Source: an optimization exercise on an open RTL-to-GDS flow (aim: small area). Production flows keep margins and buffers that such runs may drop.
In this exercise RTL edits were held to simulation tests only and were not proved equivalent to the original.
Power and IR drop assume default switching activity.

==> design.v <==
module ClockDivider(
input in_clk,
input reset,
output out_rise
    );
	reg[4:0] count;
	assign out_rise = count[4] & count[1] & count[0];
	always @ (posedge in_clk) begin
		if (reset)
			count <= 5'd10;
		else if (out_rise)
			count <= 0;
		else
			count <= count + 1'b1;
	end
endmodule
module Debounce(
    input clk,
    input PB,
    output PB_down
);
reg PB_sync_0;  always @(posedge clk) PB_sync_0 <= PB;
reg PB_sync_1;  always @(posedge clk) PB_sync_1 <= PB_sync_0;
reg PB_state;
reg [5:0] PB_cnt;
wire PB_idle = (PB_state==PB_sync_1);
wire PB_cnt_max = &PB_cnt;
always @(posedge clk)
if(PB_idle)
    PB_cnt <= 0;
else
begin
    PB_cnt <= PB_cnt + 6'd1;
    if(PB_cnt_max) PB_state <= ~PB_state;
end
assign PB_down = ~PB_idle & PB_cnt_max & ~PB_state;
endmodule
module binary_to_segment(
input[3:0] bin,
output reg[6:0] seven
    );
	always @(*) begin
		case (bin)
		4'd0: seven = 7'b1000000;
		4'd1: seven = 7'b1111001;
		4'd2: seven = 7'b0100100;
		4'd3: seven = 7'b0110000;
		4'd4: seven = 7'b0011001;
		4'd5: seven = 7'b0010010;
		4'd6: seven = 7'b0000010;
		4'd7: seven = 7'b1111000;
		4'd8: seven = 7'b0000000;
		4'd9: seven = 7'b0010000;
		default: seven = 7'bxxxxxxx;
		endcase
	end
endmodule
module seven_alternate(
input clk,
input en,
input reset,
input[3:0] s0,
input[2:0] s1,
input[3:0] m0,
input[2:0] m1,
output reg[3:0] small_bin,
output reg[3:0] AN
    );
	reg[1:0] count;
	always @ (*) begin
		case (count)
			2'b00: begin AN = 4'b1110; small_bin = s0; end
			2'b01: begin AN = 4'b1101; small_bin = {1'b0, s1}; end
			2'b10: begin AN = 4'b1011; small_bin = m0; end
			default: begin AN = 4'b0111; small_bin = {1'b0, m1}; end
		endcase
	end
	always @ (posedge clk) begin
		if (reset) count <= 0;
		else if (en) count <= count + 1'b1;
	end
endmodule
module KitchenTimer(
input clk, reset, minbtn, secbtn, pause, start, count_up, zippy,
input[5:0] timesetter,
output zled,
output [6:0] seven,
output [3:0] AN);
	reg[1:0] state;
	assign zled = state[1] & state[0];
	wire clean_reset, clean_minbtn, clean_secbtn, clean_pause, clean_start;
	Debounce DBRST(clk, reset, clean_reset);
	Debounce DBMIN(clk, minbtn, clean_minbtn);
	Debounce DBSEC(clk, secbtn, clean_secbtn);
	Debounce DBPAUSE(clk, pause, clean_pause);
	Debounce DBSTART(clk, start, clean_start);
	wire[2:0] m1; wire[3:0] m0; wire[2:0] s1; wire[3:0] s0;
	wire khz_rise;
	ClockDivider CDK(clk, clean_reset, khz_rise);
	wire[3:0] current_bin;
	seven_alternate SA(clk, khz_rise, clean_reset, s0, s1, m0, m1, current_bin, AN);
	binary_to_segment SEG(current_bin, seven);
	wire setting = state == 2'b00;
	wire running = state == 2'b01;
	wire advance = running & ~clean_pause;
	wire tick, tzero, m6x;
	RateCounter RC(clk, clean_reset, advance, zippy, tick);
	wire down_zero = advance & ~count_up & tzero;
	wire up_wrap = advance & count_up & m6x;
	wire zero_up = zled & count_up;
	wire set_ok = setting & ~clean_start;
	TimeCore TC(clk, clean_reset | up_wrap, zero_up,
		set_ok & clean_secbtn, set_ok & ~clean_secbtn & clean_minbtn,
		advance & ~down_zero & ~up_wrap & tick, count_up, timesetter,
		m1, m0, s1, s0, tzero, m6x);
	always @ (posedge clk) begin
		if (clean_reset)
			state <= 2'b00;
		else case (state)
			2'b00: if (clean_start) state <= 2'b01;
			2'b01: if (clean_pause) state <= 2'b10; else if (down_zero) state <= 2'b11;
			2'b10: if (clean_pause) state <= 2'b01;
			default: if (count_up) state <= 2'b01;
		endcase
	end
endmodule
module RateCounter(input clk, input reset, input en, input zippy, output tick);
	reg[8:0] r400; reg[2:0] r5;
	wire fast_flag = r400 == 9'd399;
	wire slow_flag = fast_flag && r5 == 3'd4;
	assign tick = zippy ? fast_flag : slow_flag;
	always @(posedge clk) begin
		if (reset) begin
			r400 <= 0; r5 <= 0;
		end else if (en) begin
			if (fast_flag) begin
				r400 <= 0;
				r5 <= (r5 == 3'd4) ? 3'd0 : r5 + 1'b1;
			end else
				r400 <= r400 + 1'b1;
		end
	end
endmodule
module TimeCore(input clk, input clear, input one, input set_sec, input set_min,
	input step, input up, input[5:0] ts,
	output reg[2:0] m1, output reg[3:0] m0, output reg[2:0] s1, output reg[3:0] s0,
	output tzero, output m6x);
	assign tzero = m1 == 0 && m0 == 0 && s1 == 0 && s0 == 0;
	assign m6x = m1 == 3'd6;
	wire m68 = m1 == 3'd6 && m0 == 4'd8;
	wire ts_hi = ts[5:2] == 4'b1111;          
	wire wrap = m68 & (ts[5:4] != 2'b00);     
	reg[5:0] cin;
	always @(*) begin
		if (!set_sec) cin = ts;
		else if (wrap) cin = {ts[5:4] - 1'b1, ts[3:0]};
		else if (ts_hi) cin = {4'b0000, ts[1:0]};
		else cin = ts;
	end
	wire[6:0] conv;
	bin2bcd CV(cin, conv);
	wire c0 = step & (up ? s0 == 4'd9 : s0 == 4'd0);
	wire c1 = c0 & (up ? s1 == 3'd5 : s1 == 3'd0);
	wire mstep = c1 | (set_sec & ts_hi & ~wrap);
	wire mup = up | set_sec;
	wire c2 = mstep & (mup ? m0 == 4'd9 : m0 == 4'd0);
	wire mclear = clear | one | (set_sec & wrap);
	always @(posedge clk) begin
		if (clear | one) begin
			s0 <= {3'b000, one & ~clear}; s1 <= 0;
		end else if (set_sec) begin
			{s1, s0} <= conv;
		end else if (step) begin
			s0 <= up ? (s0 == 4'd9 ? 4'd0 : s0 + 1'b1) : (s0 == 4'd0 ? 4'd9 : s0 - 1'b1);
			if (c0) s1 <= up ? (s1 == 3'd5 ? 3'd0 : s1 + 1'b1) : (s1 == 3'd0 ? 3'd5 : s1 - 1'b1);
		end
		if (mclear) begin
			m1 <= 0; m0 <= 0;
		end else if (set_min) begin
			{m1, m0} <= conv;
		end else if (mstep) begin
			m0 <= mup ? (m0 == 4'd9 ? 4'd0 : m0 + 1'b1) : (m0 == 4'd0 ? 4'd9 : m0 - 1'b1);
			if (c2) m1 <= mup ? m1 + 1'b1 : m1 - 1'b1;
		end
	end
endmodule
module bin2bcd(input[5:0] b, output[6:0] d);
	wire[3:0] a1 = {1'b0, b[5:3]};
	wire[3:0] c1 = a1 >= 5 ? a1 + 4'd3 : a1;
	wire[3:0] a2 = {c1[2:0], b[2]};
	wire[3:0] c2 = a2 >= 5 ? a2 + 4'd3 : a2;
	wire[3:0] a3 = {c2[2:0], b[1]};
	wire[3:0] c3 = a3 >= 5 ? a3 + 4'd3 : a3;
	assign d = {c1[3], c2[3], c3[3], c3[2:0], b[0]};
endmodule
==> run.sh <==
#!/bin/bash
# synth_recipe.tcl (not shown) runs the flow's synth.tcl, then flattens the netlist and writes it again
# the make line also repeats each setting of config.mk as NAME=value (left out here)
make -C /OpenROAD-flow-scripts/flow DESIGN_CONFIG=/design/flow/config.mk WORK_HOME=/design/flow/orfs CLKGATE_MAP_FILE= SYNTH_SCRIPT=/design/flow/synth_recipe.tcl finish
==> config.mk <==
export PLATFORM = sky130hd
export DESIGN_NAME = KitchenTimer
export DESIGN_NICKNAME = KitchenTimer
export VERILOG_FILES = /design/flow/design.v
export SDC_FILE = /design/flow/constraint.sdc
export NUM_CORES = 4
export LEC_CHECK = 0
export CAP_MARGIN = 20
export CORE_MARGIN = 2
export CORE_UTILIZATION = 40
export SLEW_MARGIN = 20
==> constraint.sdc <==
create_clock -name core_clock -period 12.0 [get_ports {clk}]
set_input_delay 2.4000 -clock core_clock [delete_from_list [all_inputs] [get_ports {clk}]]
set_output_delay 2.4000 -clock core_clock [all_outputs]
set_load 0.01 [all_outputs]
==> results.ini, run 1 <==
[run_status]
status = no timing/DRC/antenna violations

[global_route]
grt_pass1_wl_um = 16900
grt_overflow_total = 0
grt_pass1_vias = 3572
antenna_found_initial = 0
grtUsageTotal_pct = 16.4
grt_max_degree = 20

[sta]
setup_viol = 0
slew_viol_final = 0
final_hold_viol_count = 0
tightest_slew_ns = 0.975
fmax_mhz = 164
grt_setup_unrepaired = no
fin_crit_ns = 6.10
slew_headroom_pct = 34.7
fin_skew_ns = 0.00445
holdWs_ns = 0.325
worst_slack_ns = 5.90
fin_crit_sh_pct = 50.8
timing.setup.tns_ns = 0

[drt]
vias_per_cell = 5.44
vias = 3783
route.antenna.remaining_nets = 0
wl_per_cell_um = 14.1
drt-initial-drc-count = 258
wirelength_um = 9810
first_pass_iters = 4
drc_errors = 0

[run]
maxCapViolations = 0

[cells_and_area]
final_area_sq_um = 5250
drive_gt1_share_pct = 6.87
area_growth_pct = 14.2
instances_no_fill = 696
fin_nets = 590
antenna_cells = 0

[setup_path]
cp-end-kind = register
worstSetupPathType = in2reg
startpoint_type = input pin
critPathMaxFanout = 5
slowest_delay_ns = 0.57
crit_required_ns = 12.21
arrival_ns = 6.31
cp_num_buf_inv = 3
critPathTopFamily = compound AO/OA/AOI/OAI gates
worstPathCellList = clkdlybuf4s50_1 > inv_1 > ha_1 > or3b_4 > o31ai_1 > nand3_1 > o2bb2ai_2 > a21o_1 > nand3_1 > ha_1 > inv_1 > o22ai_1 > a21oi_1 > o22a_2 > o21bai_4 > and3_1 > or3_1
cpMaxStageDelayCell = clkdlybuf4s50_1

[synth]
seq_area_frac_synth_pct = 36.2
syn_nets = 575
synth_edf_count = 6
synthArstFlopShare_pct = 0
synthMostInstantiatedCell = nor2_1
synth.area.top_cells = dfxtp_1, ha_1, nor2_1
netlist.area_leader.share_pct = 32.2
yosys-top-cells-count = nor2_1, dfxtp_1, nand3_1
synth.largest_area_cell = dfxtp_1
synthesis.area_sq_um = 4600
synthCells = 533
yosysWarnings = 7
yosys_register_bits = 80
synth_ff_type = dfxtp_1
syn_area_per_cell_sq_um = 8.62
ys_types = 73

[hold_path]
min_path_type = reg2reg

[place]
placed_cell_area_sq_um = 4950
portBuffers = 25
place.gp.congestion = 0.910
dp_hpwl_um = 7250
placed_cells = 680
place_ws_ns = 5.64

[power_and_ir_drop]
power_density_nw_per_um2 = 156
combPwrFrac_pct = 27.1
p_sw_uw = 249
p_leak_uw = 0.00198
internal_power_uw = 570
max-vdd-ir-drop_mv = 0.0874
seq_power_share_pct = 39.7
p_sw_share_pct = 30.4
clockPowerShare_pct = 33.2

[floorplan]
die_h_um = 111
pin_count = 26
num_rows = 39
die-area_sq_um = 12400
die_w_um = 111
coreArea_sq_um = 11300
start_util_pct = 40.6

[clock_tree]
clock_insertion_delay_worst_skew_ns = 0.33
cts_tree = built
cts-root-buf = clkbuf_16
ctsHoldBuffers = 0
clk_pin_slew_ns = 0.06
cts_max_path_buffers = 2
htreeDepth = 3
cts-resized-gates = 0
post_cts_buffers = 0
numCtsBuffers = 9
cts.sinks = 80

-- stage by stage --
stage	total power, uW	util, %
after floorplan	469	-
after global placement	546	43.7
after detailed placement	553	43.7
after CTS	828	46.4
after global routing	869	46.4
final	818	46.4
-- registers in the layout, summed over array words and instances, names as in the netlist, 3 cells and up --
signal	cells
DBMIN.PB_cnt	6
DBPAUSE.PB_cnt	6
DBSTART.PB_cnt	6
DBRST.PB_cnt	6
CDK.count	5
TC.m1	3
TC.m0	4
RC.r400	9
DBSEC.PB_cnt	6
RC.r5	3
TC.s1	3
TC.s0	4
-- final timing paths --
| check | startpoint | to | slack [ns] | cells after the start |
|---|---|---|---|---|
| worst max-delay path | timesetter[5] | TC.s1[0] | 5.90 | 17 |
| worst max register to register | TC.m0[3] | TC.s1[0] | 8.27 | 14 |
| worst min-delay path | DBSEC.PB_sync_0 | DBSEC.PB_sync_1 | 0.33 | 0 |
| worst min register to register | DBSEC.PB_sync_0 | DBSEC.PB_sync_1 | 0.33 | 0 |
-- kinds of logic (layout without fill, tap and decap cells) --
family / Yosys count / in the layout / synth area share [%]
buffers and inverters: 54 / 74 / 4.74
AND/OR/NAND/NOR: 212 / 212 / 24.1
flip-flops: 80 / 80 / 36.2
adder cells (fa/ha/maj): 28 / 28 / 7.79
XOR/XNOR: 42 / 42 / 8.41
multiplexers: 9 / 9 / 1.99
AO/OA/AOI/OAI: 108 / 108 / 16.9
-- metal layers --
metal / global-route usage, % / routed length (um) / vias to the layer above
met5: 0 / 0 / -
met4: 5.68 / 109 / 0
met3: 3.01 / 341 / 12
met2: 27.6 / 4700 / 68
met1: 21.1 / 4660 / 1769
li1: - / - / 1934
-- final cells by class --
cell class                 instances  area (sq um)
multi-input combinational        399          2720
timing repair buffer              28           273
sequential                        80          1660
clock buffer                      11           243
fill                            1108          6070
inverter                          30           113
tap                              143           179
clock inverter                     5          56.3
-- power groups by stage --
stage | combinational [uW] | sequential [uW] | clock, uW
floorplan | 146 | 323 | 0
global placement | 217 | 329 | 0
detailed placement | 223 | 331 | 0
CTS | 223 | 325 | 280
global route | 248 | 330 | 290
finish | 222 | 325 | 271
-- cell usage in the layout (no fill, tap or decap), types with 7 or more instances in the layout --
cell / instances
xnor2_1: 21
ha_1: 27
nand2_1: 19
a21oi_1: 26
o21ai_0: 22
or3_1: 7
nand4_1: 9
nor3_1: 11
a211oi_1: 10
clkbuf_16: 9
xor2_1: 20
dfxtp_1: 74
nand3_1: 30
inv_1: 28
mux2i_1: 8
nor2b_1: 9
and3_1: 7
nor4b_1: 7
nor2_1: 77
clkdlybuf4s50_1: 25
==> inputs of run 2 (changes only) <==
==> flow/run.sh (new file) <==
#!/bin/bash
# Own flow: the standard synthesis for reference, the same synthesis with area-oriented ABC
# scripts (best one kept), then the standard layout steps with small port buffers.
set -uo pipefail
W=$PWD
F=$W/flow
make_synth() {  # $1 work home, $2 synth script
  make -C $FLOW_HOME DESIGN_CONFIG=$W/config.mk WORK_HOME=$1 CLKGATE_MAP_FILE= \
    SYNTH_SCRIPT=$2 CAP_MARGIN=20 CORE_MARGIN=2 CORE_UTILIZATION=40 SLEW_MARGIN=20 \
    ADDER_MAP_FILE= synth
}
# reference: the standard synthesis
make -C $FLOW_HOME DESIGN_CONFIG=$W/config.mk WORK_HOME=$W/std CLKGATE_MAP_FILE= \
  SYNTH_SCRIPT=$W/synth_recipe.tcl CAP_MARGIN=20 CORE_MARGIN=2 CORE_UTILIZATION=40 SLEW_MARGIN=20 \
  synth > $W/synth_std.log 2>&1 || exit 1
STD=$W/std/results/$FLOW_PLATFORM/KitchenTimer/base/1_2_yosys.v
best=""; bestarea=""
for i in 1 2 3; do
  sed "s|@ABC@|$F/abc$i.script|" $F/my_synth.tcl.in > $W/my_synth_$i.tcl
  ( make_synth $W/syn$i $W/my_synth_$i.tcl > $W/synth_$i.log 2>&1 ) &
done
wait
for i in 1 2 3; do
  N=$W/syn$i/results/$FLOW_PLATFORM/KitchenTimer/base/1_2_yosys.v
  R=$W/syn$i/reports/$FLOW_PLATFORM/KitchenTimer/base/synth_stat.txt
  [ -f $N ] || continue
  python3 $F/regs.py $STD $N >> $W/regs_check.log 2>&1 || continue
  a=$(grep "Chip area for module" $R | tail -1 | awk '{print $NF}')
  echo "abc$i: $a" >> $W/synth_choice.log
  if [ -z "$best" ] || python3 -c "import sys; sys.exit(0 if $a < $bestarea else 1)"; then best=$N; bestarea=$a; fi
done
[ -n "$best" ] || best=$STD
echo "chosen: $best" >> $W/synth_choice.log
cp $best $W/chosen_netlist.v
bash $W/standard.sh SYNTH_NETLIST_FILES=$W/chosen_netlist.v \
  "BUFFER_PORTS_ARGS=-buffer_cell sky130_fd_sc_hd__buf_1" finish > $W/layout.log 2>&1
==> flow/abc1.script (new file) <==
strash
balance -l; resub -K 6 -l; rewrite -l; resub -K 6 -N 2 -l; refactor -l; resub -K 8 -l; balance -l; resub -K 8 -N 2 -l; rewrite -l; resub -K 10 -l; rewrite -z -l; resub -K 10 -N 2 -l; balance -l; resub -K 12 -l; refactor -z -l; resub -K 12 -N 2 -l; rewrite -z -l; balance -l
dch -f
amap
topo
==> flow/abc2.script (new file) <==
strash
balance -l; resub -K 6 -l; rewrite -l; resub -K 6 -N 2 -l; refactor -l; resub -K 8 -l; balance -l; resub -K 8 -N 2 -l; rewrite -l; resub -K 10 -l; rewrite -z -l; resub -K 10 -N 2 -l; balance -l; resub -K 12 -l; refactor -z -l; resub -K 12 -N 2 -l; rewrite -z -l; balance -l
dch -f
amap
strash
balance -l; resub -K 6 -l; rewrite -l; resub -K 6 -N 2 -l; refactor -l; resub -K 8 -l; balance -l; resub -K 8 -N 2 -l; rewrite -l; resub -K 10 -l; rewrite -z -l; resub -K 10 -N 2 -l; balance -l; resub -K 12 -l; refactor -z -l; resub -K 12 -N 2 -l; rewrite -z -l; balance -l
dch -f
amap
topo
==> flow/abc3.script (new file) <==
strash
dch -f
amap
topo
==> flow/my_synth.tcl.in (new file) <==
# The standard synthesis (synth_recipe.tcl), with the ABC step given its own script and
# no adder extraction; the registers are the standard synthesis's.
proc synth {args} { yosys synth -nofsm -noshare {*}$args }
set fd [open $::env(SCRIPTS_DIR)/synth.tcl]
set src [read $fd]
close $fd
set old {log_cmd abc {*}$abc_args}
if { [string first $old $src] < 0 } { error "abc call not found in synth.tcl" }
set src [string map [list $old {log_cmd abc {*}[lreplace $abc_args 1 1 @ABC@]}] $src]
eval $src
# left out here: clear keep_hierarchy, flatten, clean up, hide names made inside functions, write 1_2_yosys.v
==> flow/regs.py (new file) <==
# Lists the registers (instance name and cell type) of a Yosys netlist, or compares two netlists' lists.
import re, sys
def regs(path):
    out = {}
    for m in re.finditer(r'^\s*(sky130_fd_sc_hd__\w*df\w*)\s+(\S+|\\\S+)\s*\(', open(path).read(), re.M):
        out[m.group(2)] = re.sub(r'_\d+$', '', m.group(1))
    return out
a, b = regs(sys.argv[1]), regs(sys.argv[2])
if a != b:
    print("register mismatch:", sorted(set(a.items()) ^ set(b.items()))[:20])
    sys.exit(1)
print("registers match:", len(a))
==> standard.sh (new file) <==
#!/bin/bash
# synth_recipe.tcl (not shown) runs the flow's synth.tcl, then flattens the netlist and writes it again
# the make line also repeats each setting of config.mk as NAME=value (left out here)
make -C /OpenROAD-flow-scripts/flow DESIGN_CONFIG=/design/flow/config.mk WORK_HOME=/design/flow/orfs CLKGATE_MAP_FILE= SYNTH_SCRIPT=/design/flow/synth_recipe.tcl "${@:-finish}"
removed: run.sh
==> run 2 against run 1 <==
Combinational power is 4% lower. Critical path depth rose by 6. Critical path type is now reg2reg. Sequential cell count is the same. Still clean. Maximum frequency up 18%. Area after synthesis is 22% lower. Core utilization is 0.23 points lower. Clock power is 38% lower. Sequential power about the same. First-iteration DRC count down 54%.
==> results.ini, run 2 <==
[drt]
drc_errors = 0
drt-initial-drc-count = 119
wirelength_um = 7570
vias = 3264
first_pass_iters = 5
route.antenna.remaining_nets = 0
wl_per_cell_um = 12.2
vias_per_cell = 5.25

[floorplan]
die_w_um = 98.6
die_h_um = 98.6
pin_count = 26
start_util_pct = 41.2
num_rows = 34
coreArea_sq_um = 8680
die-area_sq_um = 9720

[power_and_ir_drop]
combPwrFrac_pct = 30.3
internal_power_uw = 452
power_density_nw_per_um2 = 176
p_sw_uw = 252
p_leak_uw = 0.00146
clockPowerShare_pct = 23.9
p_sw_share_pct = 35.8
max-vdd-ir-drop_mv = 0.0712
seq_power_share_pct = 45.8

[global_route]
grt_pass1_wl_um = 12700
grt_max_degree = 15
grt_overflow_total = 0
antenna_found_initial = 0
grtUsageTotal_pct = 15.8
grt_pass1_vias = 2865

[sta]
fin_crit_ns = 5.17
fin_crit_sh_pct = 43.1
fin_skew_ns = 0.00450
timing.setup.tns_ns = 0
final_hold_viol_count = 0
slew_viol_final = 0
grt_setup_unrepaired = no
tightest_slew_ns = 0.731
worst_slack_ns = 6.83
setup_viol = 0
fmax_mhz = 193
slew_headroom_pct = 50.6

[run_status]
status = no timing/DRC/antenna violations

[setup_path]
critPathMaxFanout = 11
critPathTopFamily = compound AO/OA/AOI/OAI gates
crit_cells = 23
timing.rr.start = DBSTART.PB_cnt[0]
cpMaxStageDelayCell = nor4_1
cp_num_buf_inv = 4
r2r_cells = 23
cp-end-kind = register
arrival_ns = 5.41
slowest_delay_ns = 0.41
cpMostUsedCell = o21ai_0
startpoint_type = register
worstReg2RegEnd = TC.m0[1]
worstSetupPathType = reg2reg
worstPathCellList = and3_1 > and3_1 > nand2_1 > o311ai_0 > nor4_1 > buf_4 > clkinv_1 > nor4_1 > o21ai_0 > o21ai_0 > a22oi_1 > o21ai_0 > clkinv_1 > o21ai_0 > clkinv_1 > a21oi_1 > nor2b_1 > nor2_1 > nor2_1 > nor2_1 > a21oi_1 > a21oi_1 > o221a_1
r2r_setup_slack_ns = 6.83
crit_required_ns = 12.24

[cells_and_area]
instances_no_fill = 622
layout_commonest_cell = nor2_1
antenna_cells = 0
fillers = 857
drive_gt1_share_pct = 3.31
fin_util_pct = 46.1
regMostFlops = RC.r400
fin_nets = 523
final_cell_mix = nor2_1, dfxtp_1, clkinv_1
area_growth_pct = 11.9
largest_reg_flops = 9

[synth]
syn_nets = 482
synthCells = 468
synthesis.area_sq_um = 3580
syn_area_per_cell_sq_um = 7.65
yosysWarnings = 0

[place]
place_ws_ns = 6.65
place.gp.congestion = 0.931
portBuffers = 25
dp_hpwl_um = 5700
placed_cells = 606

[clock_tree]
post_cts_buffers = 0
cts_tree = built
cts.sinks = 80
cts-resized-gates = 0
numCtsBuffers = 9
htreeDepth = 3
cts_max_path_buffers = 2
clock_insertion_delay_worst_skew_ns = 0.34
clk_pin_slew_ns = 0.08
ctsHoldBuffers = 0
cts-root-buf = clkbuf_8

[run]
maxCapViolations = 0

[hold_path]
worstHoldPathCells = 0
worstHoldStart = DBSEC.PB_sync_0
hold_path_end = DBSEC.PB_sync_1
min_path_type = reg2reg

[run 2: cell count changes in the layout (fill, tap and decap cells not counted), sizes merged, moves of 8 or more]
cell / change
xnor2: -22
xor2: -20
nor3: +28
clkinv: +50
buf: +27
and2: +10
inv: -28
nor2: +24
ha: -27
nand2: +21
clkdlybuf4s50: -25
nand3: -26
mux2i: -8
[run 2: stage by stage]
| step | cell area (sq um) | hold slack, ns | power, uW |
|---|---|---|---|
| floorplan | 3580 | 0.310 | 478 |
| global placement | 3840 | 0.312 | 537 |
| detailed placement | 3840 | 0.312 | 542 |
| CTS | 4000 | 0.332 | 713 |
| global route | 4000 | 0.338 | 754 |
| finish | 4000 | 0.330 | 704 |
[run 2: cell type report]
class | count | area (sq um) | area share [%]
clock inverter | 3 | 18.8 | 0.469
tap | 108 | 135 | 3.38
multi-input combinational | 335 | 1720 | 42.9
sequential | 80 | 1660 | 41.5
clock buffer | 13 | 139 | 3.47
timing repair buffer | 30 | 131 | 3.28
inverter | 53 | 199 | 4.97
[run 2: worst reg2reg max path, delay by kind of cell (launching register included)]
family	cells	cell delay, ns
AO/OA/AOI/OAI	10	2.16
buffers and inverters	4	0.75
flip-flops	1	0.33
AND/OR/NAND/NOR	9	1.85
[run 2: power groups by stage]
stage	sequential [uW]	combinational (uW)	clock [uW]
final	322	213	168
after CTS	322	215	176
after global placement	327	210	0
after detailed placement	329	214	0
after floorplan	323	155	0
after global routing	326	243	184
[run 2: layer usage]
| layer | up-vias | routed length [um] | global-route usage [%] |
|---|---|---|---|
| met5 | - | 0 | 0 |
| met4 | 0 | 107 | 4.43 |
| met1 | 1454 | 3640 | 20.6 |
| met3 | 13 | 342 | 4.26 |
| met2 | 57 | 3480 | 25.9 |
| li1 | 1740 | - | - |
[run 2: worst max-delay path by stage]
stage	startpoint	to	slack, ns
6_report	DBSTART.PB_cnt[0]	TC.m0[1]	6.83
5_1_grt	DBSTART.PB_cnt[0]	TC.m0[1]	6.10
4_1_cts	DBSTART.PB_cnt[0]	TC.m0[1]	6.81
3_5_place_dp	timesetter[5]	TC.m0[1]	6.65
3_3_place_gp	timesetter[5]	TC.m0[1]	6.91
2_1_floorplan	DBSTART.PB_cnt[0]	TC.m0[1]	7.07
==> inputs of run 3 (changes only) <==
--- a/config.mk
+++ b/config.mk
@@ -8,4 +8,7 @@
 export CAP_MARGIN = 20
 export CORE_MARGIN = 2
 export CORE_UTILIZATION = 40
+export CTS_BUF_LIST = sky130_fd_sc_hd__clkbuf_16
+export CTS_CLUSTER_DIAMETER = 500
+export CTS_CLUSTER_SIZE = 100
 export SLEW_MARGIN = 20
==> run 3 against run 2 <==
Still clean on timing, DRC and antenna. Clock power increased by 42%. First-iteration DRC count increased by 21%. Non-clock buffer count unchanged. Power increased by 10%. Synthesized cell count unchanged. Sequential cell count unchanged. Combinational power about the same. Die area unchanged. Cell count unchanged. Critical path depth unchanged. Global-route usage increased by 0.15 points. Critical path type unchanged.
==> results.ini, run 3 <==
[setup_path]
cpMostUsedCell = o21ai_0
r2r_setup_slack_ns = 6.83
crit_required_ns = 12.22
worstPathCellList = and3_1 > and3_1 > nand2_1 > o311ai_0 > nor4_1 > buf_4 > clkinv_1 > nor4_1 > o21ai_0 > o21ai_0 > a22oi_1 > o21ai_0 > clkinv_1 > o21ai_0 > clkinv_1 > a21oi_1 > nor2b_1 > nor2_1 > nor2_1 > nor2_1 > a21oi_1 > a21oi_1 > o221a_1
arrival_ns = 5.39
cpMaxStageDelayCell = nor4_1
timing.rr.start = DBSTART.PB_cnt[0]
worstSetupPathType = reg2reg
r2r_cells = 23
cp-end-kind = register
slowest_delay_ns = 0.41
worstReg2RegEnd = TC.m0[1]
critPathMaxFanout = 11
startpoint_type = register

[run_status]
status = no timing/DRC/antenna violations

[power_and_ir_drop]
p_leak_uw = 0.00152
internal_power_uw = 513
p_sw_uw = 262
max-vdd-ir-drop_mv = 0.0865
clockPowerShare_pct = 30.9
p_sw_share_pct = 33.8
combPwrFrac_pct = 27.5
power_density_nw_per_um2 = 189
seq_power_share_pct = 41.6

[sta]
grt_setup_unrepaired = no
timing.setup.tns_ns = 0
holdWs_ns = 0.326
fmax_mhz = 193
final_hold_viol_count = 0
fin_crit_sh_pct = 43.1
fin_skew_ns = 0.00430
tightest_slew_ns = 0.730
fin_crit_ns = 5.17
slew_viol_final = 0
worst_slack_ns = 6.83
setup_viol = 0
slew_headroom_pct = 50.7

[cells_and_area]
regMostFlops = RC.r400
seq_area_sq_um = 1660
fillers = 851
final_cell_mix = nor2_1, dfxtp_1, clkinv_1
final_area_sq_um = 4100
area_growth_pct = 14.7
layout_commonest_cell = nor2_1
multi_input_area_sq_um = 1720
drive_gt1_share_pct = 3.31
fin_nets = 523
antenna_cells = 0
largest_reg_flops = 9

[place]
portBuffers = 25
place_ws_ns = 6.65
placed_cell_area_sq_um = 3840
place.gp.congestion = 0.931
dp_hpwl_um = 5700

[clock_tree]
clk_pin_slew_ns = 0.06
cts-root-buf = clkbuf_16
cts.sinks = 80
cts-resized-gates = 0
ctsHoldBuffers = 0
clock_insertion_delay_worst_skew_ns = 0.33
cts_tree = built
cts_max_path_buffers = 2
numCtsBuffers = 9
post_cts_buffers = 0
htreeDepth = 3

[floorplan]
pin_count = 26
coreArea_sq_um = 8680
die-area_sq_um = 9720
die_h_um = 98.6
die_w_um = 98.6
num_rows = 34
start_util_pct = 41.2

[synth]
synthesis.area_sq_um = 3580
synthCells = 468
yosysWarnings = 0
syn_area_per_cell_sq_um = 7.65
syn_nets = 482

[hold_path]
worstHoldStart = DBSEC.PB_sync_0
worstHoldPathCells = 0
min_path_type = reg2reg
hold_path_end = DBSEC.PB_sync_1

[global_route]
grt_pass1_wl_um = 12700
grtUsageTotal_pct = 15.9
grt_pass1_vias = 2861
antenna_found_initial = 0
grt_max_degree = 15
grt_overflow_total = 0

[drt]
wl_per_cell_um = 12.2
first_pass_iters = 4
vias_per_cell = 5.24
drc_errors = 0
drt-initial-drc-count = 144
wirelength_um = 7610
vias = 3257
route.antenna.remaining_nets = 0

[run]
maxCapViolations = 0

run 3: final cells by class:
type / count / area share, %
Multi-Input combinational cell: 335 / 41.9
Sequential cell: 80 / 40.5
Clock buffer: 9 / 5.49
Inverter: 53 / 4.85
Tap cell: 108 / 3.29
Timing Repair Buffer: 30 / 3.20
Clock inverter: 7 / 0.823
run 3: layer usage:
metal  routed length (um)  global-route usage, %  part of all wire, %
met2                 3510                   25.9                   46
met3                  333                   4.68                  4.4
met1                 3660                   20.6                   48
met5                    0                      0                    0
met4                  112                   4.74                  1.5
run 3: critical path: cells and delay by family (launching register included):
family                 cells  cell delay (ns)
AO/OA/AOI/OAI             10             2.15
buffers and inverters      4             0.75
AND/OR/NAND/NOR            9             1.85
flip-flops                 1             0.33
run 3: worst max-delay path by stage:
stage                           to  depth (start not counted)               from
after floorplan           TC.m0[1]                         22  DBSTART.PB_cnt[0]
after global placement    TC.m0[1]                         17      timesetter[5]
after detailed placement  TC.m0[1]                         17      timesetter[5]
after CTS                 TC.m0[1]                         23  DBSTART.PB_cnt[0]
after global routing      TC.m0[1]                         23  DBSTART.PB_cnt[0]
final                     TC.m0[1]                         23  DBSTART.PB_cnt[0]
run 3: through the flow:
| stage | utilization [%] | instances | power [uW] |
|---|---|---|---|
| 2_1_floorplan | - | 468 | 478 |
| 3_3_place_gp | 44.3 | 606 | 537 |
| 3_5_place_dp | 44.3 | 606 | 542 |
| 4_1_cts | 47.3 | 622 | 785 |
| 5_1_grt | 47.3 | 622 | 826 |
| 6_report | 47.3 | 622 | 775 |
run 3: power groups by stage:
stage               clock network (uW)  registers (uW)  logic (uW)
finish                             239             323         213
global placement                     0             327         210
CTS                                247             323         215
global route                       256             327         243
floorplan                            0             323         155
detailed placement                   0             329         214
==> inputs of run 4 (changes only) <==
--- a/design.v
+++ b/design.v
@@ -14,26 +14,19 @@
 			count <= count + 1'b1;
 	end
 endmodule
-module Debounce(
-    input clk,
-    input PB,
-    output PB_down
-);
+module Debounce(input clk, input PB, output PB_down);
 reg PB_sync_0;  always @(posedge clk) PB_sync_0 <= PB;
 reg PB_sync_1;  always @(posedge clk) PB_sync_1 <= PB_sync_0;
 reg PB_state;
 reg [5:0] PB_cnt;
 wire PB_idle = (PB_state==PB_sync_1);
 wire PB_cnt_max = &PB_cnt;
-always @(posedge clk)
-if(PB_idle)
-    PB_cnt <= 0;
-else
-begin
-    PB_cnt <= PB_cnt + 6'd1;
-    if(PB_cnt_max) PB_state <= ~PB_state;
+wire fb = PB_cnt[5] ^ PB_cnt[4] ^ (PB_cnt[4:0] == 5'b10101);
+always @(posedge clk) begin
+    PB_cnt <= PB_idle ? 6'd0 : {~PB_cnt[4:0], fb};
+    if (PB_cnt_max) PB_state <= PB_sync_1;
 end
-assign PB_down = ~PB_idle & PB_cnt_max & ~PB_state;
+assign PB_down = PB_cnt_max & PB_sync_1 & ~PB_state;
 endmodule
 module binary_to_segment(
 input[3:0] bin,
@@ -109,9 +102,9 @@
 	wire up_wrap = advance & count_up & m6x;
 	wire zero_up = zled & count_up;
 	wire set_ok = setting & ~clean_start;
-	TimeCore TC(clk, clean_reset | up_wrap, zero_up,
+	TimeCore TC(clk, clean_reset | up_wrap,
 		set_ok & clean_secbtn, set_ok & ~clean_secbtn & clean_minbtn,
-		advance & ~down_zero & ~up_wrap & tick, count_up, timesetter,
+		(advance & ~down_zero & tick) | zero_up, count_up, timesetter,
 		m1, m0, s1, s0, tzero, m6x);
 	always @ (posedge clk) begin
 		if (clean_reset)
@@ -129,59 +122,57 @@
 	wire fast_flag = r400 == 9'd399;
 	wire slow_flag = fast_flag && r5 == 3'd4;
 	assign tick = zippy ? fast_flag : slow_flag;
+	wire[8:0] t400;
+	assign t400[0] = en;
+	genvar i;
+	generate for (i = 1; i < 9; i = i + 1) begin : g
+		assign t400[i] = t400[i-1] & r400[i-1];
+	end endgenerate
 	always @(posedge clk) begin
-		if (reset) begin
-			r400 <= 0; r5 <= 0;
-		end else if (en) begin
-			if (fast_flag) begin
-				r400 <= 0;
-				r5 <= (r5 == 3'd4) ? 3'd0 : r5 + 1'b1;
-			end else
-				r400 <= r400 + 1'b1;
-		end
+		if (reset | (en & fast_flag)) r400 <= 0;
+		else r400 <= r400 ^ t400;
+		if (reset | (en & slow_flag)) r5 <= 0;
+		else r5 <= r5 ^ {en & fast_flag & r5[1] & r5[0], en & fast_flag & r5[0], en & fast_flag};
 	end
 endmodule
-module TimeCore(input clk, input clear, input one, input set_sec, input set_min,
+module TimeCore(input clk, input clear, input set_sec, input set_min,
 	input step, input up, input[5:0] ts,
 	output reg[2:0] m1, output reg[3:0] m0, output reg[2:0] s1, output reg[3:0] s0,
 	output tzero, output m6x);
 	assign tzero = m1 == 0 && m0 == 0 && s1 == 0 && s0 == 0;
-	assign m6x = m1 == 3'd6;
-	wire m68 = m1 == 3'd6 && m0 == 4'd8;
+	assign m6x = m1[2] & m1[1];
+	wire m68 = m6x && m0[3];
 	wire ts_hi = ts[5:2] == 4'b1111;          
-	wire wrap = m68 & (ts[5:4] != 2'b00);     
-	reg[5:0] cin;
-	always @(*) begin
-		if (!set_sec) cin = ts;
-		else if (wrap) cin = {ts[5:4] - 1'b1, ts[3:0]};
-		else if (ts_hi) cin = {4'b0000, ts[1:0]};
-		else cin = ts;
-	end
+	wire wrap = m68 & (ts[5] | ts[4]);        
+	wire[5:0] cin = {set_sec & wrap ? {ts[5] & ts[4], ~ts[4]} : set_sec & ts_hi ? 2'b00 : ts[5:4],
+	                 set_sec & ts_hi & ~wrap ? 2'b00 : ts[3:2], ts[1:0]};
 	wire[6:0] conv;
 	bin2bcd CV(cin, conv);
-	wire c0 = step & (up ? s0 == 4'd9 : s0 == 4'd0);
-	wire c1 = c0 & (up ? s1 == 3'd5 : s1 == 3'd0);
+	function [3:0] tog10(input [3:0] q, input u);
+		tog10 = u ? {q[0] & (q[3] | q[1] & q[2]), q[0] & q[1], q[0] & ~q[3], 1'b1}
+		          : {~q[0] & ~q[1] & ~q[2], ~q[0] & ~q[1] & (q[2] | q[3]), ~q[0] & (q[1] | q[2] | q[3]), 1'b1};
+	endfunction
+	function [2:0] tog6(input [2:0] q, input u);
+		tog6 = u ? {q[0] & (q[1] | q[2]), q[0] & ~q[2], 1'b1}
+		         : {~q[0] & ~q[1], ~q[0] & (q[1] | q[2]), 1'b1};
+	endfunction
+	function [2:0] tog7(input [2:0] q, input u);
+		tog7 = u ? {q[0] & q[1], q[0], 1'b1} : {~q[0] & ~q[1], ~q[0], 1'b1};
+	endfunction
+	wire s0t = up ? s0 == 4'd9 : s0 == 4'd0;
+	wire s1t = up ? s1 == 3'd5 : s1 == 3'd0;
+	wire c0 = step & s0t;
+	wire c1 = c0 & s1t;
 	wire mstep = c1 | (set_sec & ts_hi & ~wrap);
 	wire mup = up | set_sec;
-	wire c2 = mstep & (mup ? m0 == 4'd9 : m0 == 4'd0);
-	wire mclear = clear | one | (set_sec & wrap);
+	wire m0t = mup ? m0 == 4'd9 : m0 == 4'd0;
+	wire c2 = mstep & m0t;
+	wire mclear = clear | (set_sec & wrap);
 	always @(posedge clk) begin
-		if (clear | one) begin
-			s0 <= {3'b000, one & ~clear}; s1 <= 0;
-		end else if (set_sec) begin
-			{s1, s0} <= conv;
-		end else if (step) begin
-			s0 <= up ? (s0 == 4'd9 ? 4'd0 : s0 + 1'b1) : (s0 == 4'd0 ? 4'd9 : s0 - 1'b1);
-			if (c0) s1 <= up ? (s1 == 3'd5 ? 3'd0 : s1 + 1'b1) : (s1 == 3'd0 ? 3'd5 : s1 - 1'b1);
-		end
-		if (mclear) begin
-			m1 <= 0; m0 <= 0;
-		end else if (set_min) begin
-			{m1, m0} <= conv;
-		end else if (mstep) begin
-			m0 <= mup ? (m0 == 4'd9 ? 4'd0 : m0 + 1'b1) : (m0 == 4'd0 ? 4'd9 : m0 - 1'b1);
-			if (c2) m1 <= mup ? m1 + 1'b1 : m1 - 1'b1;
-		end
+		s0 <= clear ? 4'd0 : set_sec ? conv[3:0] : s0 ^ ({4{step}} & tog10(s0, up));
+		s1 <= clear ? 3'd0 : set_sec ? conv[6:4] : s1 ^ ({3{c0}} & tog6(s1, up));
+		m0 <= mclear ? 4'd0 : set_min ? conv[3:0] : m0 ^ ({4{mstep}} & tog10(m0, mup));
+		m1 <= mclear ? 3'd0 : set_min ? conv[6:4] : m1 ^ ({3{c2}} & tog7(m1, mup));
 	end
 endmodule
 module bin2bcd(input[5:0] b, output[6:0] d);
--- a/config.mk
+++ b/config.mk
@@ -7,8 +7,6 @@
 export LEC_CHECK = 0
 export CAP_MARGIN = 20
 export CORE_MARGIN = 2
-export CORE_UTILIZATION = 40
-export CTS_BUF_LIST = sky130_fd_sc_hd__clkbuf_16
-export CTS_CLUSTER_DIAMETER = 500
-export CTS_CLUSTER_SIZE = 100
+export CORE_UTILIZATION = 60
+export CTS_BUF_LIST = sky130_fd_sc_hd__clkbuf_4
 export SLEW_MARGIN = 20
==> run 4 against run 3 <==
Cell count shrank 13%. Wire length shrank 13%. Register-to-register slack gained 0.04 ns. Largest power group unchanged. Clock skew grew 0.010 ns.
==> results.ini, run 4 <==
[sta]
tightest_slew_ns = 0.627
fin_crit_sh_pct = 47.1
setup_viol = 0
final_hold_viol_count = 0
slew_headroom_pct = 57.6
fin_crit_ns = 5.66
fin_skew_ns = 0.0146
slew_viol_final = 0
worst_slack_ns = 6.34
grt_setup_unrepaired = no
fmax_mhz = 177
timing.setup.tns_ns = 0

[global_route]
grtUsageTotal_pct = 23.2
grt_pass1_vias = 2637
grt_max_degree = 14
grt_overflow_total = 0
antenna_found_initial = 0
grt_pass1_wl_um = 11300

[cells_and_area]
final_cell_mix = nor2_1, dfxtp_1, clkinv_1
antenna_cells = 0
fin_nets = 479
largest_reg_flops = 9
area_growth_pct = 10.4
regMostFlops = RC.r400
layout_commonest_cell = nor2_1
drive_gt1_share_pct = 3.19

[power_and_ir_drop]
power_density_nw_per_um2 = 229
max-vdd-ir-drop_mv = 0.190
p_leak_uw = 0.00137

[clock_tree]
htreeDepth = 3
post_cts_buffers = 0
numCtsBuffers = 9
cts.sinks = 80
cts-root-buf = clkbuf_4
cts_max_path_buffers = 2
ctsHoldBuffers = 0
clk_pin_slew_ns = 0.11
cts_tree = built
cts-resized-gates = 0
clock_insertion_delay_worst_skew_ns = 0.41

[drt]
drc_errors = 0
vias = 2992
wirelength_um = 6650
drt-initial-drc-count = 149
route.antenna.remaining_nets = 0
first_pass_iters = 4
wl_per_cell_um = 12.3
vias_per_cell = 5.52

[floorplan]
num_rows = 27
coreArea_sq_um = 5440
die_w_um = 78.7
pin_count = 26
die_h_um = 78.7
start_util_pct = 61.5
die-area_sq_um = 6190

[setup_path]
cp-end-kind = register
slowest_delay_ns = 0.48
critPathMaxFanout = 6
cpMaxStageDelayCell = o32ai_1
worstPathCellList = buf_1 > clkinv_1 > nand4_1 > nor4_1 > o32ai_1 > clkinv_1 > nor2_1 > clkinv_1 > nor2_1 > o21a_1 > o21ai_0 > nor3_1 > nor2_1 > clkinv_1 > o21ai_0 > nor2_1 > o221ai_1 > or3_1 > a31oi_1
crit_cells = 19
critPathTopFamily = simple AND/OR/NAND/NOR gates
r2r_cells = 23
cp_num_buf_inv = 5
worstReg2RegEnd = TC.s0[2]
worstSetupPathType = in2reg
arrival_ns = 5.99
r2r_setup_slack_ns = 6.87
timing.rr.start = DBSEC.PB_cnt[4]
startpoint_type = input pin
crit_required_ns = 12.34

[synth]
syn_area_per_cell_sq_um = 7.80
synthCells = 429
yosysWarnings = 0
synthesis.area_sq_um = 3350
syn_nets = 443

[place]
portBuffers = 25
place_ws_ns = 6.06
dp_hpwl_um = 5040
place.gp.congestion = 0.937

[run]
maxCapViolations = 0

[hold_path]
worstHoldStart = DBSTART.PB_sync_0
min_path_type = reg2reg
hold_path_end = DBSTART.PB_sync_1
worstHoldPathCells = 0

[run_status]
status = no timing/DRC/antenna violations

[run 4: layer usage]
| metal | up-vias | GRT usage (%) | share of wire, % |
|---|---|---|---|
| met5 | - | 0 | 0 |
| met1 | 1357 | 30.2 | 50 |
| met4 | 0 | 6.84 | 0.90 |
| met2 | 59 | 36.9 | 45 |
| met3 | 7 | 7.36 | 3.8 |
| li1 | 1569 | - | - |
[run 4: layout make-up]
class | count | area (sq um)
tap | 72 | 90.1
sequential | 80 | 1650
inverter | 52 | 195
clock inverter | 5 | 80.1
fill | 480 | 1750
clock buffer | 11 | 82.6
multi-input combinational | 297 | 1500
timing repair buffer | 25 | 93.8
[run 4: where the power goes]
part	switching (uW)	internal (uW)	leakage, uW
clock	87.4	89.4	0.0000851
sequential	51.6	325	0.000672
combinational	183	110	0.000614
total	322	525	0.00137
[run 4: stage by stage]
stage          util [%]  instances  hold WS, ns  cell area, sq um  power, uW
4_1_cts            67.9        542        0.341              3690        849
6_report           67.9        542        0.338              3690        847
5_1_grt            67.9        542        0.345              3690        913
3_3_place_gp       64.9        526        0.310              3530        663
2_1_floorplan         -        429        0.310              3350        588
3_5_place_dp       64.9        526        0.314              3530        672
[run 4: how the worst max path moves through the flow]
stage	startpoint	to	slack, ns
detailed placement	count_up	TC.m1[2]	6.06
floorplan	timesetter[3]	TC.s0[2]	6.74
finish	count_up	TC.m1[2]	6.34
CTS	count_up	TC.m1[2]	6.49
global route	timesetter[4]	TC.s0[2]	5.99
global placement	count_up	TC.m1[2]	6.08
[run 4: worst reg2reg max path, stage by stage, from the launching register on]
cell	delay (ns)
dfxtp_1	0.40
nand4_1	0.12
nor2_1	0.18
nand3_1	0.12
nor2_1	0.48
clkinv_1	0.46
nor2_1	0.30
nor2b_1	0.10
o21ai_0	0.31
nor2_1	0.13
nand2_1	0.11
clkinv_1	0.10
nor2_1	0.20
o32a_1	0.20
nor2_1	0.06
o31ai_1	0.42
nand2_1	0.13
o21ai_0	0.17
nor2_1	0.11
o21ai_0	0.40
nand2_1	0.13
nand2_1	0.08
o31ai_1	0.09
o221a_1	0.25
==> inputs of run 5 (changes only) <==
--- a/config.mk
+++ b/config.mk
@@ -7,6 +7,5 @@
 export LEC_CHECK = 0
 export CAP_MARGIN = 20
 export CORE_MARGIN = 2
-export CORE_UTILIZATION = 60
-export CTS_BUF_LIST = sky130_fd_sc_hd__clkbuf_4
+export CORE_UTILIZATION = 40
 export SLEW_MARGIN = 20
==> run 5 against run 4 <==
Cell count is 6.1% higher. Setup slack better by 0.032 ns. Area after synthesis stayed put. Clock power hardly changed. Global-route usage is 7.6 points lower. Via count is 2.3% lower. Sequential power hardly changed. First-iteration DRC count is 13% higher. Die area is 47% higher. Register-to-register slack better by 0.08 ns. Cell area is 1.6% higher. Combinational power hardly changed. Highest routed layer unchanged.
==> results.ini, run 5 <==
[global_route]
grt_pass1_vias = 2559
grtUsageTotal_pct = 15.6
grt_pass1_wl_um = 11200
antenna_found_initial = 0
grt_max_degree = 16
grt_overflow_total = 0

[drt]
drt-initial-drc-count = 168
wl_per_cell_um = 11.6
vias_per_cell = 5.08
first_pass_iters = 4
wirelength_um = 6660
vias = 2923
route.antenna.remaining_nets = 0
drc_errors = 0

[power_and_ir_drop]
p_leak_uw = 0.00138
p_sw_share_pct = 39.3
clockPowerShare_pct = 21.1
combPwrFrac_pct = 34.6
internal_power_uw = 512
max-vdd-ir-drop_mv = 0.100
p_sw_uw = 332
seq_power_share_pct = 44.3
power_density_nw_per_um2 = 225

[floorplan]
num_rows = 33
die_w_um = 95.5
start_util_pct = 40.9
die-area_sq_um = 9110
coreArea_sq_um = 8180
pin_count = 26
die_h_um = 95.5

[sta]
fin_crit_ns = 5.62
worst_slack_ns = 6.38
slew_headroom_pct = 56.6
fin_skew_ns = 0.0107
timing.setup.tns_ns = 0
slew_viol_final = 0
grt_setup_unrepaired = no
fmax_mhz = 178
fin_crit_sh_pct = 46.9
holdWs_ns = 0.331
tightest_slew_ns = 0.642
final_hold_viol_count = 0
setup_viol = 0

[setup_path]
slowest_delay_ns = 0.47
startpoint_type = input pin
worstPathCellList = buf_1 > clkinv_1 > nand4_1 > nor4_1 > o32ai_1 > clkinv_1 > nor2_1 > clkinv_1 > nor2_1 > o21a_1 > o21ai_0 > nor3_1 > nor2_1 > clkinv_1 > o21ai_0 > nor2_1 > o221ai_1 > or3_1 > a31oi_1
cp_num_buf_inv = 5
cpMaxStageDelayCell = o32ai_1
critPathTopFamily = simple AND/OR/NAND/NOR gates
crit_required_ns = 12.27
critPathMaxFanout = 6
worstSetupPathType = in2reg
arrival_ns = 5.90
cp-end-kind = register
r2r_setup_slack_ns = 6.95

[synth]
syn_area_per_cell_sq_um = 7.80
yosysWarnings = 0
syn_nets = 443
synthesis.area_sq_um = 3350
synthCells = 429

[cells_and_area]
drive_gt1_share_pct = 3.40
final_cell_mix = nor2_1, dfxtp_1, clkinv_1
regMostFlops = RC.r400
area_growth_pct = 12.1
antenna_cells = 0
fin_nets = 479
fillers = 811
layout_commonest_cell = nor2_1
largest_reg_flops = 9

[clock_tree]
post_cts_buffers = 0
cts-root-buf = clkbuf_8
clk_pin_slew_ns = 0.08
ctsHoldBuffers = 0
clock_insertion_delay_worst_skew_ns = 0.34
cts-resized-gates = 0
cts.sinks = 80
numCtsBuffers = 9
htreeDepth = 3
cts_max_path_buffers = 2
cts_tree = built

[place]
portBuffers = 25
dp_hpwl_um = 5170
place_ws_ns = 6.03
place.gp.congestion = 0.925

[run_status]
status = no timing/DRC/antenna violations

[run]
maxCapViolations = 0

[hold_path]
min_path_type = reg2reg

## run 5: per-stage QoR
stage / power, uW / util (%) / area [sq um] / cells
after floorplan: 588 / - / 3350 / 429
after CTS: 851 / 45.9 / 3750 / 575
after global routing: 914 / 45.9 / 3750 / 575
after global placement: 666 / 43.7 / 3570 / 559
after detailed placement: 672 / 43.7 / 3570 / 559
final: 844 / 45.9 / 3750 / 575
## run 5: per-layer routing
layer | track usage, % | up-vias | wire (um)
li1 | - | 1559 | -
met1 | 20.7 | 1306 | 3350
met2 | 24.5 | 51 | 2930
met3 | 3.16 | 7 | 304
met4 | 6.55 | 0 | 76
met5 | 0 | - | 0
## run 5: layout make-up
class	count	area, sq um	share of cell area [%]
Sequential cell	80	1650	44.0
Multi-Input combinational cell	297	1500	40.0
Inverter	52	195	5.21
Clock buffer	9	124	3.30
Clock inverter	7	55.1	1.47
Tap cell	105	131	3.50
Timing Repair Buffer	25	93.8	2.50
## run 5: worst paths after layout
path	start	depth (start not counted)	to
max reg2reg	DBSEC.PB_cnt[4]	23	TC.s0[2]
max	count_up	19	TC.m1[2]
min reg2reg	DBMIN.PB_sync_0	0	DBMIN.PB_sync_1
min	DBMIN.PB_sync_0	0	DBMIN.PB_sync_1
## run 5: power by group through the flow
stage | clock [uW] | combinational, uW | sequential (uW)
detailed placement | 0 | 291 | 381
finish | 178 | 292 | 374
global route | 196 | 334 | 384
global placement | 0 | 287 | 379
floorplan | 0 | 221 | 367
CTS | 184 | 293 | 374
==> inputs of run 6 (changes only) <==
--- a/design.v
+++ b/design.v
@@ -119,8 +119,8 @@
 endmodule
 module RateCounter(input clk, input reset, input en, input zippy, output tick);
 	reg[8:0] r400; reg[2:0] r5;
-	wire fast_flag = r400 == 9'd399;
-	wire slow_flag = fast_flag && r5 == 3'd4;
+	wire fast_flag = &r400;
+	wire slow_flag = fast_flag & r5[2] & ~r5[0];
 	assign tick = zippy ? fast_flag : slow_flag;
 	wire[8:0] t400;
 	assign t400[0] = en;
@@ -128,11 +128,12 @@
 	generate for (i = 1; i < 9; i = i + 1) begin : g
 		assign t400[i] = t400[i-1] & r400[i-1];
 	end endgenerate
+	wire wrap = en & fast_flag;
 	always @(posedge clk) begin
-		if (reset | (en & fast_flag)) r400 <= 0;
-		else r400 <= r400 ^ t400;
-		if (reset | (en & slow_flag)) r5 <= 0;
-		else r5 <= r5 ^ {en & fast_flag & r5[1] & r5[0], en & fast_flag & r5[0], en & fast_flag};
+		if (reset) r400 <= 9'd112;
+		else r400 <= (r400 ^ t400) | {2'b00, {3{wrap}}, 4'b0000};
+		if (reset) r5 <= 0;
+		else if (wrap) r5 <= {r5[1] & r5[0], r5[0], ~r5[2]};
 	end
 endmodule
 module TimeCore(input clk, input clear, input set_sec, input set_min,
--- a/flow/run.sh
+++ b/flow/run.sh
@@ -6,21 +6,21 @@
 F=$W/flow
 make_synth() {  # $1 work home, $2 synth script
   make -C $FLOW_HOME DESIGN_CONFIG=$W/config.mk WORK_HOME=$1 CLKGATE_MAP_FILE= \
-    SYNTH_SCRIPT=$2 CAP_MARGIN=20 CORE_MARGIN=2 CORE_UTILIZATION=40 SLEW_MARGIN=20 \
+    SYNTH_SCRIPT=$2 CAP_MARGIN=20 CORE_MARGIN=2 CORE_UTILIZATION=75 SLEW_MARGIN=20 \
     ADDER_MAP_FILE= synth
 }
 # reference: the standard synthesis
 make -C $FLOW_HOME DESIGN_CONFIG=$W/config.mk WORK_HOME=$W/std CLKGATE_MAP_FILE= \
-  SYNTH_SCRIPT=$W/synth_recipe.tcl CAP_MARGIN=20 CORE_MARGIN=2 CORE_UTILIZATION=40 SLEW_MARGIN=20 \
+  SYNTH_SCRIPT=$W/synth_recipe.tcl CAP_MARGIN=20 CORE_MARGIN=2 CORE_UTILIZATION=75 SLEW_MARGIN=20 \
   synth > $W/synth_std.log 2>&1 || exit 1
 STD=$W/std/results/$FLOW_PLATFORM/KitchenTimer/base/1_2_yosys.v
 best=""; bestarea=""
-for i in 1 2 3; do
+for i in 1 2 3 4 5 6; do
   sed "s|@ABC@|$F/abc$i.script|" $F/my_synth.tcl.in > $W/my_synth_$i.tcl
   ( make_synth $W/syn$i $W/my_synth_$i.tcl > $W/synth_$i.log 2>&1 ) &
 done
 wait
-for i in 1 2 3; do
+for i in 1 2 3 4 5 6; do
   N=$W/syn$i/results/$FLOW_PLATFORM/KitchenTimer/base/1_2_yosys.v
   R=$W/syn$i/reports/$FLOW_PLATFORM/KitchenTimer/base/synth_stat.txt
   [ -f $N ] || continue
@@ -33,4 +33,5 @@
 echo "chosen: $best" >> $W/synth_choice.log
 cp $best $W/chosen_netlist.v
 bash $W/standard.sh SYNTH_NETLIST_FILES=$W/chosen_netlist.v \
-  "BUFFER_PORTS_ARGS=-buffer_cell sky130_fd_sc_hd__buf_1" finish > $W/layout.log 2>&1
+  "BUFFER_PORTS_ARGS=-buffer_cell sky130_fd_sc_hd__buf_1" \
+  "CTS_ARGS=-sink_clustering_enable -repair_clock_nets -dont_use_dummy_load -buf_list sky130_fd_sc_hd__clkbuf_4" finish > $W/layout.log 2>&1
==> flow/abc3.script (replaced) <==
strash
balance -l; resub -K 6 -l; rewrite -l; resub -K 6 -N 2 -l; refactor -l; resub -K 8 -l; balance -l; resub -K 8 -N 2 -l; rewrite -l; resub -K 10 -l; rewrite -z -l; resub -K 10 -N 2 -l; balance -l; resub -K 12 -l; refactor -z -l; resub -K 12 -N 2 -l; rewrite -z -l; balance -l
&get -n
&dch -f
&nf -a -R 1000
&put
topo
==> flow/abc4.script (new file) <==
strash
balance -l; resub -K 6 -l; rewrite -l; resub -K 6 -N 2 -l; refactor -l; resub -K 8 -l; balance -l; resub -K 8 -N 2 -l; rewrite -l; resub -K 10 -l; rewrite -z -l; resub -K 10 -N 2 -l; balance -l; resub -K 12 -l; refactor -z -l; resub -K 12 -N 2 -l; rewrite -z -l; balance -l
&get -n
&dch -f
&nf -a -R 1000
&put
strash
balance -l; resub -K 6 -l; rewrite -l; resub -K 6 -N 2 -l; refactor -l; resub -K 8 -l; balance -l; resub -K 8 -N 2 -l; rewrite -l; resub -K 10 -l; rewrite -z -l; resub -K 10 -N 2 -l; balance -l; resub -K 12 -l; refactor -z -l; resub -K 12 -N 2 -l; rewrite -z -l; balance -l
&get -n
&dch -f
&nf -a -R 1000
&put
topo
==> flow/abc5.script (new file) <==
strash
balance -l; resub -K 6 -l; rewrite -l; resub -K 6 -N 2 -l; refactor -l; resub -K 8 -l; balance -l; resub -K 8 -N 2 -l; rewrite -l; resub -K 10 -l; rewrite -z -l; resub -K 10 -N 2 -l; balance -l; resub -K 12 -l; refactor -z -l; resub -K 12 -N 2 -l; rewrite -z -l; balance -l
&get -n
&dch -f
&nf -a -R 1000 -F 10 -A 10
&put
topo
==> flow/abc6.script (new file) <==
strash
balance -l; resub -K 6 -l; rewrite -l; resub -K 6 -N 2 -l; refactor -l; resub -K 8 -l; balance -l; resub -K 8 -N 2 -l; rewrite -l; resub -K 10 -l; rewrite -z -l; resub -K 10 -N 2 -l; balance -l; resub -K 12 -l; refactor -z -l; resub -K 12 -N 2 -l; rewrite -z -l; balance -l
dch -f
amap
strash
balance -l; resub -K 6 -l; rewrite -l; resub -K 6 -N 2 -l; refactor -l; resub -K 8 -l; balance -l; resub -K 8 -N 2 -l; rewrite -l; resub -K 10 -l; rewrite -z -l; resub -K 10 -N 2 -l; balance -l; resub -K 12 -l; refactor -z -l; resub -K 12 -N 2 -l; rewrite -z -l; balance -l
dch -f
amap
strash
balance -l; resub -K 6 -l; rewrite -l; resub -K 6 -N 2 -l; refactor -l; resub -K 8 -l; balance -l; resub -K 8 -N 2 -l; rewrite -l; resub -K 10 -l; rewrite -z -l; resub -K 10 -N 2 -l; balance -l; resub -K 12 -l; refactor -z -l; resub -K 12 -N 2 -l; rewrite -z -l; balance -l
dch -f
amap
topo
--- a/config.mk
+++ b/config.mk
@@ -7,5 +7,5 @@
 export LEC_CHECK = 0
 export CAP_MARGIN = 20
 export CORE_MARGIN = 2
-export CORE_UTILIZATION = 40
+export CORE_UTILIZATION = 75
 export SLEW_MARGIN = 20
==> run 6 against run 5 <==
Power shrank 6.3%. Cell count shrank 19%. Area after synthesis shrank 1.8%. Clock skew grew 0.012 ns. Critical path depth shrank 3. Via count shrank 2.3%. Clock-buffer cell count is the same.
==> results.ini, run 6 <==
[run_status]
status = no timing/DRC/antenna violations

[cells_and_area]
final_cell_mix = dfxtp_1, nor2_1, a21oi_1
area_growth_pct = 7.31
final_area_sq_um = 3530
largest_reg_flops = 9
drive_gt1_share_pct = 2.67
fillers = 292
layout_commonest_cell = dfxtp_1
seq_area_sq_um = 1650
fin_nets = 428
antenna_cells = 0
fin_util_pct = 82.1
regMostFlops = RC.r400
multi_input_area_sq_um = 1610

[sta]
fin_skew_ns = 0.0227
timing.setup.tns_ns = 0
fin_crit_ns = 5.29
final_hold_viol_count = 0
setup_viol = 0
slew_headroom_pct = 60.0
fmax_mhz = 189
fin_crit_sh_pct = 44.1
slew_viol_final = 0
grt_setup_unrepaired = no
tightest_slew_ns = 0.598
worst_slack_ns = 6.71

[power_and_ir_drop]
p_sw_share_pct = 39.0
p_leak_uw = 0.00133
max-vdd-ir-drop_mv = 0.125
clockPowerShare_pct = 13.9
combPwrFrac_pct = 34.8
power_density_nw_per_um2 = 224
total_power_uw = 791
p_sw_uw = 309
internal_power_uw = 483
seq_power_share_pct = 51.3

[clock_tree]
ctsHoldBuffers = 0
clock_insertion_delay_worst_skew_ns = 0.41
numCtsBuffers = 9
post_cts_buffers = 0
cts.sinks = 80
htreeDepth = 3
cts_max_path_buffers = 2
cts-root-buf = clkbuf_4
clk_pin_slew_ns = 0.09
cts-resized-gates = 0
cts_tree = built

[floorplan]
coreArea_sq_um = 4290
die-area_sq_um = 4930
die_w_um = 70.2
start_util_pct = 76.5
num_rows = 24
die_h_um = 70.2
pin_count = 26

[drt]
drc_errors = 0
route.antenna.remaining_nets = 0
wirelength_um = 6550
vias_per_cell = 6.16
drt-initial-drc-count = 271
first_pass_iters = 7
wl_per_cell_um = 14.1
vias = 2856

[global_route]
antenna_found_initial = 0
grt_pass1_vias = 2662
grt_pass1_wl_um = 11300
grt_overflow_total = 0
grt_max_degree = 15
grtUsageTotal_pct = 28.5

[setup_path]
crit_required_ns = 12.32
critPathMaxFanout = 9
worstSetupPathType = in2reg
cpMostUsedCell = nand2_1
slowest_delay_ns = 0.39
critPathTopFamily = simple AND/OR/NAND/NOR gates
worstPathCellList = buf_1 > or2_0 > nor3_1 > and3_1 > nor2_1 > nand2_1 > nand2_1 > o311ai_0 > nor3b_1 > o21ai_0 > nand2b_1 > o31a_1 > nor3_1 > nand2_1 > xor2_1 > a21oi_1
cp-end-kind = register
cp_num_buf_inv = 1
arrival_ns = 5.61
cpMaxStageDelayCell = nor3b_1
startpoint_type = input pin

[place]
place_ws_ns = 6.44
portBuffers = 25
placed_cell_area_sq_um = 3460
dp_hpwl_um = 4710
place.gp.congestion = 0.875

[synth]
syn_area_per_cell_sq_um = 8.72
syn_nets = 391
synthesis.area_sq_um = 3290
yosysWarnings = 0
synthCells = 377

[run]
maxCapViolations = 0

[hold_path]
min_path_type = reg2reg

## run 6: cell count changes in the layout (fill, tap and decap cells not counted), moves of 4 or more
cell / change
nand2_1: -12
xor2_1: +6
nor2_1: -44
xnor2_1: +18
a21oi_1: +15
nand3b_1: +4
o221a_1: -6
nand2b_1: +9
clkinv_1: -44
clkbuf_4: +9
clkbuf_8: -9
a211oi_1: -8
## run 6: final cells by class
type	count	area share, %
clock buffers	9	1.92
inverters	8	0.851
flip-flops and latches	80	46.8
repair buffers	26	2.87
well taps	52	1.84
multi-input cells	289	45.7
## run 6: power by group through the flow
stage | clock (uW) | sequential (uW) | combinational (uW)
floorplan | 0 | 389 | 211
global placement | 0 | 405 | 262
detailed placement | 0 | 409 | 273
CTS | 113 | 404 | 274
global route | 124 | 418 | 307
finish | 110 | 406 | 275
## run 6: metal layers
layer / track usage, % / wire length [um]
met3: 7.50 / 324
met4: 12.0 / 152
met5: 0 / 0
met1: 35.6 / 2920
met2: 46.8 / 3150
## run 6: worst paths after layout
kind,start,endpoint,slack (ns),cells after the start
setup / recovery,count_up,TC.m1[2],6.71,16
hold / removal,DBSTART.PB_sync_0,DBSTART.PB_sync_1,0.33,0
setup reg to reg,DBPAUSE.PB_cnt[3],TC.m1[2],7.52,19
hold reg to reg,DBSTART.PB_sync_0,DBSTART.PB_sync_1,0.33,0
## run 6: worst reg2reg max path: stages (launching register included)
cell,delay [ns]
dfxtp_1,0.38
nand4_1,0.10
nor2_1,0.17
nand3b_1,0.13
and3b_1,0.27
and3_1,0.29
and4_1,0.29
and4_1,0.24
and2_0,0.23
nand2_1,0.09
nand2_1,0.11
o311ai_0,0.20
nor3b_1,0.39
o21ai_0,0.19
nand2b_1,0.21
o31a_1,0.33
nor3_1,0.35
nand2_1,0.12
xor2_1,0.15
a21oi_1,0.15
## run 6: metrics by stage
| step | cells | hold slack, ns |
|---|---|---|
| 3_5_place_dp | 455 | 0.315 |
| 3_3_place_gp | 455 | 0.311 |
| 4_1_cts | 464 | 0.337 |
| 5_1_grt | 464 | 0.343 |
| 6_report | 464 | 0.335 |
| 2_1_floorplan | 377 | 0.310 |

==> separate check: timing with driven ports <==
The flow's constraints put no driver on any port. The routed layouts listed below were extracted and timed again, unchanged, in two steps. Step 1 sets driving cells, clkbuf_16 on the clock port and buf_2 on the other inputs (assumed; they add their load-dependent delay and slew). Step 2 times the ports against the registers' clock, not the clock port: input delays grow and output delays shrink by t, the midpoint of the rising clock arrivals with the driver on. Three values: no drivers, after step 1, after step 2; two values: the first two.
run	shift t [ns]	setup slack, ns	hold slack, ns	worst setup path at the end	pins driven straight from the clock port
run 1	0.367	5.901 / 5.916 / 5.549	0.325 / 0.325 / 0.325	input to register	1
run 2	0.368	6.829 / 6.829 / 6.541	0.330 / 0.330 / 0.330	input to register	1
run 3	0.361	6.829 / 6.829 / 6.533	0.326 / 0.326 / 0.326	input to register	1
run 4	0.433	6.343 / 6.349 / 5.915	0.338 / 0.338 / 0.338	input to register	1
run 5	0.369	6.375 / 6.369 / 6.000	0.331 / 0.331 / 0.331	input to register	1
run 6	0.427	6.710 / 6.715 / 6.288	0.335 / 0.335 / 0.335	input to register	1
After both steps every run listed still meets setup and hold. For run 4, which loses most, drivers alone change the setup slack by +0.006 ns; drivers and shift together by -0.428 ns.
